This design comes from an exercise in tuning for small area, a short achievable clock period and few clock cycles per item on the open sky130 flow, not from production work.
No functional check of the RTL was part of any run shown here.
No activity file was given, so power comes from the tool's default toggle rates.

## flow/design.v (module list and top-level ports; edited modules follow where they fit)
// module mul: 2432 lines
// module csa_fa: 4 lines
// module csa_ha: 4 lines
// module pmux: 3 lines
// module ysyx_mulunit: 21 lines
module ysyx_mulunit (
    input          clk,
    input          rst_n,
    input          mul_valid,
    input  [63:0]  alu_src1,
    input  [63:0]  alu_src2,
    input  [3:0]   mul_expand_signed,
    output [129:0] mul_res,
    output         sh_fnsh_flag
);
  // ...
==> flow/flow/run.sh <==
#!/bin/bash
# Layout flow: the standard layout (standard.sh, which also runs the
# standard synthesis) with these settings changed:
#  - the port buffers start as buf_2 instead of the buffer the resizer picks;
#  - sizing may swap a cell for one of another footprint;
#  - clock tree synthesis inserts no dummy loads.
# make's output goes to make.log; each step's tool output is in orfs/logs/.
set -euo pipefail
bash standard.sh MATCH_CELL_FOOTPRINT=0 \
    "BUFFER_PORTS_ARGS=-buffer_cell sky130_fd_sc_hd__buf_2" \
    "CTS_ARGS=-sink_clustering_enable -repair_clock_nets -dont_use_dummy_load" \
    finish > make.log 2>&1
==> flow/standard.sh <==
#!/bin/bash
# synth_recipe.tcl (not shown) runs the flow's synth.tcl, then flattens the netlist and writes it again
# the make line also repeats each setting of config.mk as NAME=value (left out here)
make -C /OpenROAD-flow-scripts/flow DESIGN_CONFIG=/design/flow/config.mk WORK_HOME=/design/flow/orfs CLKGATE_MAP_FILE= SYNTH_SCRIPT=/design/flow/synth_recipe.tcl "${@:-finish}"
==> flow/config.mk <==
export PLATFORM = sky130hd
export DESIGN_NAME = ysyx_mulunit
export DESIGN_NICKNAME = ysyx_mulunit
export VERILOG_FILES = /design/flow/design.v
export SDC_FILE = /design/flow/constraint.sdc
export NUM_CORES = 8
export LEC_CHECK = 0
export CAP_MARGIN = 20
export CORE_MARGIN = 2
export CORE_UTILIZATION = 50
export SETUP_SLACK_MARGIN = 4.5
export SLEW_MARGIN = 20
export SYNTH_HIERARCHICAL = 1
==> flow/constraint.sdc <==
create_clock -name core_clock -period 8.0 [get_ports {clk}]
set_input_delay 1.6000 -clock core_clock [delete_from_list [all_inputs] [get_ports {clk}]]
set_output_delay 1.6000 -clock core_clock [all_outputs]
set_load 0.01 [all_outputs]
==> notes.md, run 1 <==
The cell area power density came out at roughly 280 nW/um^2. Measured on the final layout, buffering overhead outside the clock network stands at 6.99%. The overall fraction of global-route tracks in use came out at 34.4%. The count of inverters not on the clock network in the layout is 97. The synthesized netlist contains 85 unique library cells. The final layout contains routed wiring with a total length of between 100000 and 150000 um. The top register by number of flip-flops is u_mul.P. The number of enable-type register cells in the synthesized netlist is 0. The worst pin sits at a relative slew slack of 22.9%. The flow ran to the end and the layout has no timing, DRC or antenna violations. The cell family contributing the most delay on the critical path is simple AND/OR/NAND/NOR gates.

Global routing consumed, on the met1 layer, 47.4% of the routing resources. The via count of the first global-routing pass is 26200. The total overflow left after global routing is 0. The endpoint of the most critical setup path is u_mul.P[119]. The adder and majority gate portion of the synthesized area is a little under a quarter. The total of hold buffers inserted after clock tree synthesis is 0. The fraction of registers with async set/reset is 1.26%. The detailed-route DRC error count came out at 0. The multiplexer area fraction after synthesis came out at 3.14%.

The repair_antennas step left the layout with diodes totalling 2. The leakage power is 13.8 nW. The share of the core filled with cells is 58.2%.

The power dissipated in combinational cells is 5.43 mW. Per report_power, the sequential group accounts for 25.8% of the total. The count of yosys warnings during synthesis is 7. The largest share of the power goes to combinational cells. The source of the worst register-to-register timing path is u_mul.P[84].

The number of gates resized after cts is 117.
==> run 2, diff against run 1 <==
--- a/flow/design.v
+++ b/flow/design.v
@@ -2380,22 +2380,16 @@
 assign rsum[126] = ra_p0_126 ^ ra_G7_125;
 assign rsum[127] = ra_p0_127 ^ ra_G7_126;
 assign rsum[128] = ra_G7_127;
 wire sx = (f1 & rsum[31]) | (f3 & rsum[15]);
 wire [127:0] rres = {rsum[127:64],
                      f0 ? rsum[63:32] : {32{sx}},
                      f3 ? {16{rsum[15]}} : rsum[31:16],
                      rsum[15:0]};
-wire [127:0] pstep = {ustep, ns};
-wire [127:0] pnext;
-genvar gp;
-generate for (gp = 0; gp < 128; gp = gp + 1) begin : pm
-    pmux pmux_i (.s(busy), .r(res), .a(pstep[gp]), .b(rres[gp]), .y(pnext[gp]));
-end endgenerate
 always @(posedge clk or negedge rst_n) begin
     if (!rst_n) begin
         prep         <= 1'b0;
         busy         <= 1'b0;
         res          <= 1'b0;
         sh_fnsh_flag <= 1'b0;
     end else begin
         prep         <= idle & mul_valid & tn[0];
@@ -2410,42 +2404,40 @@
     hrb <= hb;
     M   <= swp ? bm : am;
     f0  <= e0;
     f1  <= e1;
     f3  <= e3;
     f12 <= e0 | e12;
     fa  <= e0 | e12 | e3;
     q   <= qn;
-    P   <= pnext;
     if (busy) begin
         cnt <= cnt >> 1;
+        P   <= {ustep, ns};
         C   <= nc;
         dlp <= tdp;
         dlm <= tdm;
     end else begin
         cnt <= tn;
+        P   <= res ? rres : 128'd0;
         C   <= {W{1'b0}};
         dlp <= 1'b0;
         dlm <= 1'b0;
     end
 end
 assign mul_res = {2'b00, P};
 endmodule
 module csa_fa (input a, input b, input c, output s, output co);
 assign s  = a ^ b ^ c;
 assign co = (a & b) | (a & c) | (b & c);
 endmodule
 module csa_ha (input a, input b, output s, output co);
 assign s  = a ^ b;
 assign co = a & b;
 endmodule
-module pmux (input s, input r, input a, input b, output y);
-assign y = s ? a : (r & b);
-endmodule
 module ysyx_mulunit (
     input          clk,
     input          rst_n,
     input          mul_valid,
     input  [63:0]  alu_src1,
     input  [63:0]  alu_src2,
     input  [3:0]   mul_expand_signed,
     output [129:0] mul_res,
==> notes.md, run 2 <==
After routing, the total negative slack on setup checks comes to 0 ps. The category of the critical setup timing path is register to register. Setup repair after global routing could not meet its margin everywhere. Of all nets on the critical path, the largest fanout is 10.

The via count of the first global-routing pass came to 26400 (+0.83%). Clock skew on the completed layout was measured at 51.1 ps. In this run the deepest clock path goes through 3 buffers. The post-detailed-routing wire length is 113000 um (+7.8%).

STA classifies the critical path startpoint as a register. The total count of max-transition violations in the final report is 0. After layout, the minimum clock period comes to 3520 ps. The number of primary I/O pins came out at 266. By area the synthesized netlist is led by sky130_fd_sc_hd__dfxtp_1 22%, sky130_fd_sc_hd__fa_1 18%, sky130_fd_sc_hd__xnor2_1 10%. The top register by number of flip-flops is u_mul.P.

The initialized floorplan defines just under 90 standard-cell rows. The cell area power density is 202 nW/um^2 (-29%). The hold violation total from the final report is 0. The detailed-placement wirelength estimate is approximately 80000 um. Summed over its instances, the top area cell type makes up between 20% and 30% of the synthesized netlist area.

The layout cell share with drive strength beyond 1 is 17.9%. By instance count, the cell type seen most on the critical path is sky130_fd_sc_hd__o211ai_1. Leaving out fill and tap cells, the most frequent cells in the layout are 331 x sky130_fd_sc_hd__xnor2_1, 273 x sky130_fd_sc_hd__a22oi_1, 269 x sky130_fd_sc_hd__dfxtp_1, 263 x sky130_fd_sc_hd__buf_2, 262 x sky130_fd_sc_hd__fa_1.

Measured along the y axis, the die boundary spans roughly 240 um. The tool flagged a number of max-cap violations equal to 0. Clock latency on the worst-skew pair, taken at its later pin, is 580 ps. Static timing analysis puts the maximum clock frequency at 284 MHz. STA classifies the critical path endpoint as a register.

In the final layout, the registers with the most flip-flops are u_mul.P (128), u_mul.C (75), u_mul.M (64). For the worst setup path, the data required time is ~8400 ps. The residual antenna-violating net count after detailed routing is 0.

The number of enable-type register cells in the synthesized netlist came out at 0 (unchanged). The leakage power came out at 13.4 nW (-2.7%). The critical path's largest stage delay is 520 ps. The detailed router's first-iteration violation count came out at 2941. The tightest slew margin relative to the limit came out at 30.6% (+7.7 points). Summing the sequential cell areas from Yosys gives between 20% and 30% of the chip area. The die area is 59900 sq um. The area added between synthesis and finish came out at 13.9%.

The number of vias after detailed routing came out at 26700. The die is 245 um wide. Traced cell by cell, the critical path runs through ha_4 -> o211ai_1 -> o211ai_1 -> and3_4 -> o21ai_4 -> a211oi_4 -> buf_4 -> o31a_4 -> nand3_4 -> o31ai_4 -> xor2_1 -> a311o_1. The synthesized area divided by synthesized cell count came out at 9.00 sq um. The fraction of registers with async set/reset is 1.26% (unchanged). Buffers placed on the I/O ports in this run total 263. The cell area after synthesis came out at 29000 sq um. The type of the most critical hold path is register to register. The initial core utilization is 50.4%. The number of standard cells after synthesis came out at 3217. For this design, the slowest cell found on the critical path is sky130_fd_sc_hd__o211ai_1. The CTS tree is yes. The H-tree generated during clock tree synthesis spans 2 levels. The global placement routability congestion is around 0.99. The total of hold buffers inserted after clock tree synthesis came out at 0 (unchanged). Among all flip-flop cells after synthesis, the most frequent one is sky130_fd_sc_hd__dfxtp_1. The most common cell in the netlist is sky130_fd_sc_hd__xnor2_1. The pre-antenna-repair detailed-routing pass consisted of 9 iterations. The number of antenna violations at the first check in global routing came out at 0.

The detailed-route DRC error count came to 0 (unchanged). The core area is 57500 sq um. The worst-case IR drop observed on VDD is 0.167 mV. Setup violations remaining at the end of the flow were counted as 0. The final layout contains 3841 nets. The data arrival time of the critical path is 3960 ps. The global-route congestion overflow total is 0 (unchanged). Summed over all instances, the cell type with the most area after synthesis is sky130_fd_sc_hd__dfxtp_1. The flow ran to the end and the layout has no timing, DRC or antenna violations. The register with the most flip-flops in the layout has 128 of them. Entering global routing, the biggest net connects roughly 200 pins. The first-pass GRT wire length is 165000 um. The number of clock sinks is 317. Across all setup checks in the final design, the least slack found is 4480 ps.

The wire length per cell came out at 27.6 um. The count of yosys warnings during synthesis is 7 (unchanged). The post-placement worst setup slack came out at 3380 ps.

The clock transition at the registers of the reported paths is 50 ps. The TritonCTS buffer count is 42. The number of register bits inferred by synthesis came out at 317. The overall fraction of global-route tracks in use is 36.1% (+1.7 points). The master cell of the clock root buffer is sky130_fd_sc_hd__clkbuf_16. Leaving out fill and tap cells, the most frequent cell in the layout is sky130_fd_sc_hd__xnor2_1. The final period utilization came out at 44.0%. The distinct cell type count after synthesis was 93 (+9.4%). Sorting the synthesized cells by how often they occur yields 333 x sky130_fd_sc_hd__xnor2_1, 313 x sky130_fd_sc_hd__dfxtp_1, 273 x sky130_fd_sc_hd__a22oi_1. The average vias per placed instance came out at between 6 and 7.

The slew at the pin closest to its max-slew limit came out at 1040 ps.
==> run 2: routing by layer <==
metal / wire length [um] / track usage (%) / vias to the layer above / part of all wire [%]
met5: 0 / 0 / - / 0
met2: 51200 / 57.8 / 1525 / 45
met3: 11000 / 7.62 / 294 / 9.7
met4: 5390 / 14.9 / 0 / 4.8
li1: - / - / 11600 / -
met1: 45800 / 47.4 / 13200 / 40
==> run 2: repair_timing <==
item	in CTS	in global routing
gates cloned	0	3
endpoints found under the setup margin	146	85
pin swaps	16	30
gates resized for setup	117	87
setup buffers	28	53
==> run 2: cell families after synthesis <==
family | synth area share, %
flops | 22.0
compound gates | 19.2
simple gates | 15.3
xor+xnor | 12.3
mux | 3.10
buf+inv | 5.41
other cells | 0.0129
fa+ha+maj | 22.6
==> run 2: Yosys stat by module (local to each module, per instance), a selection <==
module	area [sq um]	cells inside	times used
mul	23700	2951	1
csa_fa	20.0	1	254
csa_ha	12.5	1	12
==> run 2: final timing paths <==
check                           cells after the start    startpoint  slack [ps]           end
worst min register to register                      1  u_mul.cnt[1]         430     u_mul.res
min in group asynchronous                           1         rst_n         850     u_mul.res
worst max register to register                     12    u_mul.C[3]        4480  u_mul.P[122]
worst min-delay path                                1  u_mul.cnt[1]         430     u_mul.res
max in group asynchronous                           1         rst_n        7010    u_mul.busy
worst max-delay path                               12    u_mul.C[3]        4480  u_mul.P[122]
==> run 2: report_power, final <==
part / leakage, nW / internal, mW / switching, mW
combinational: 10.3 / 1.26 / 1.79
sequential: 2.61 / 1.70 / 0.266
clock: 0.518 / 0.916 / 0.709
==> run 2: critical path, delay by kind of cell (launching register included) <==
kind	cells	cell delay [ps]
XOR/XNOR	1	100
AND/OR/NAND/NOR	2	530
buffers and inverters	1	190
flip-flops	1	360
AO/OA/AOI/OAI	7	1910
adder cells (fa/ha/maj)	1	300
==> run 2: metrics by stage <==
stage	instance area (sq um)	utilization [%]	std cells	power (mW)	hold slack [ps]
finish	33000	57.4	4103	6.65	435
global route	33000	57.4	4102	7.00	469
CTS	32000	55.8	4046	6.49	436
detailed placement	30300	52.7	3976	4.76	428
global placement	30300	52.6	3976	4.74	422
floorplan	29000	-	3219	3.81	402
==> run 2: layout make-up <==
type	count	area [sq um]
fill	5240	24500
multi-input combinational	2523	21700
sequential	317	6480
timing repair buffer	369	2440
clock buffer	42	1050
tap	765	957
inverter	86	327
antenna	1	2.50

## separate check: timing with driven ports
The results above use ideal ports. As a check the final layouts listed here were re-extracted and re-timed, cells and wires unchanged.
Step 1, drivers: a clkbuf_16 drives clk and a buf_2 each remaining input, both assumed.
Step 2 also shifts input and output timing later by t, the mid clock arrival at the registers, as if the neighbouring blocks saw the same clock.
Slacks: no drivers / after step 1 / after step 2; pairs: no drivers / after step 1.
run	shift t [ns]	setup slack, ns	hold slack, ns	clock arrival spread, ns
run 1	0.619	4.191 / 4.191 / 3.939	0.460 / 0.460 / 0.460	0.049 / 0.048
run 2	0.625	4.482 / 4.482 / 4.005	0.435 / 0.435 / 0.435	0.056 / 0.056
After both steps setup and hold are still met in every run listed. The setup slack of run 2, which loses most, moves by 0.000 ns with the drivers and by -0.477 ns with both steps.
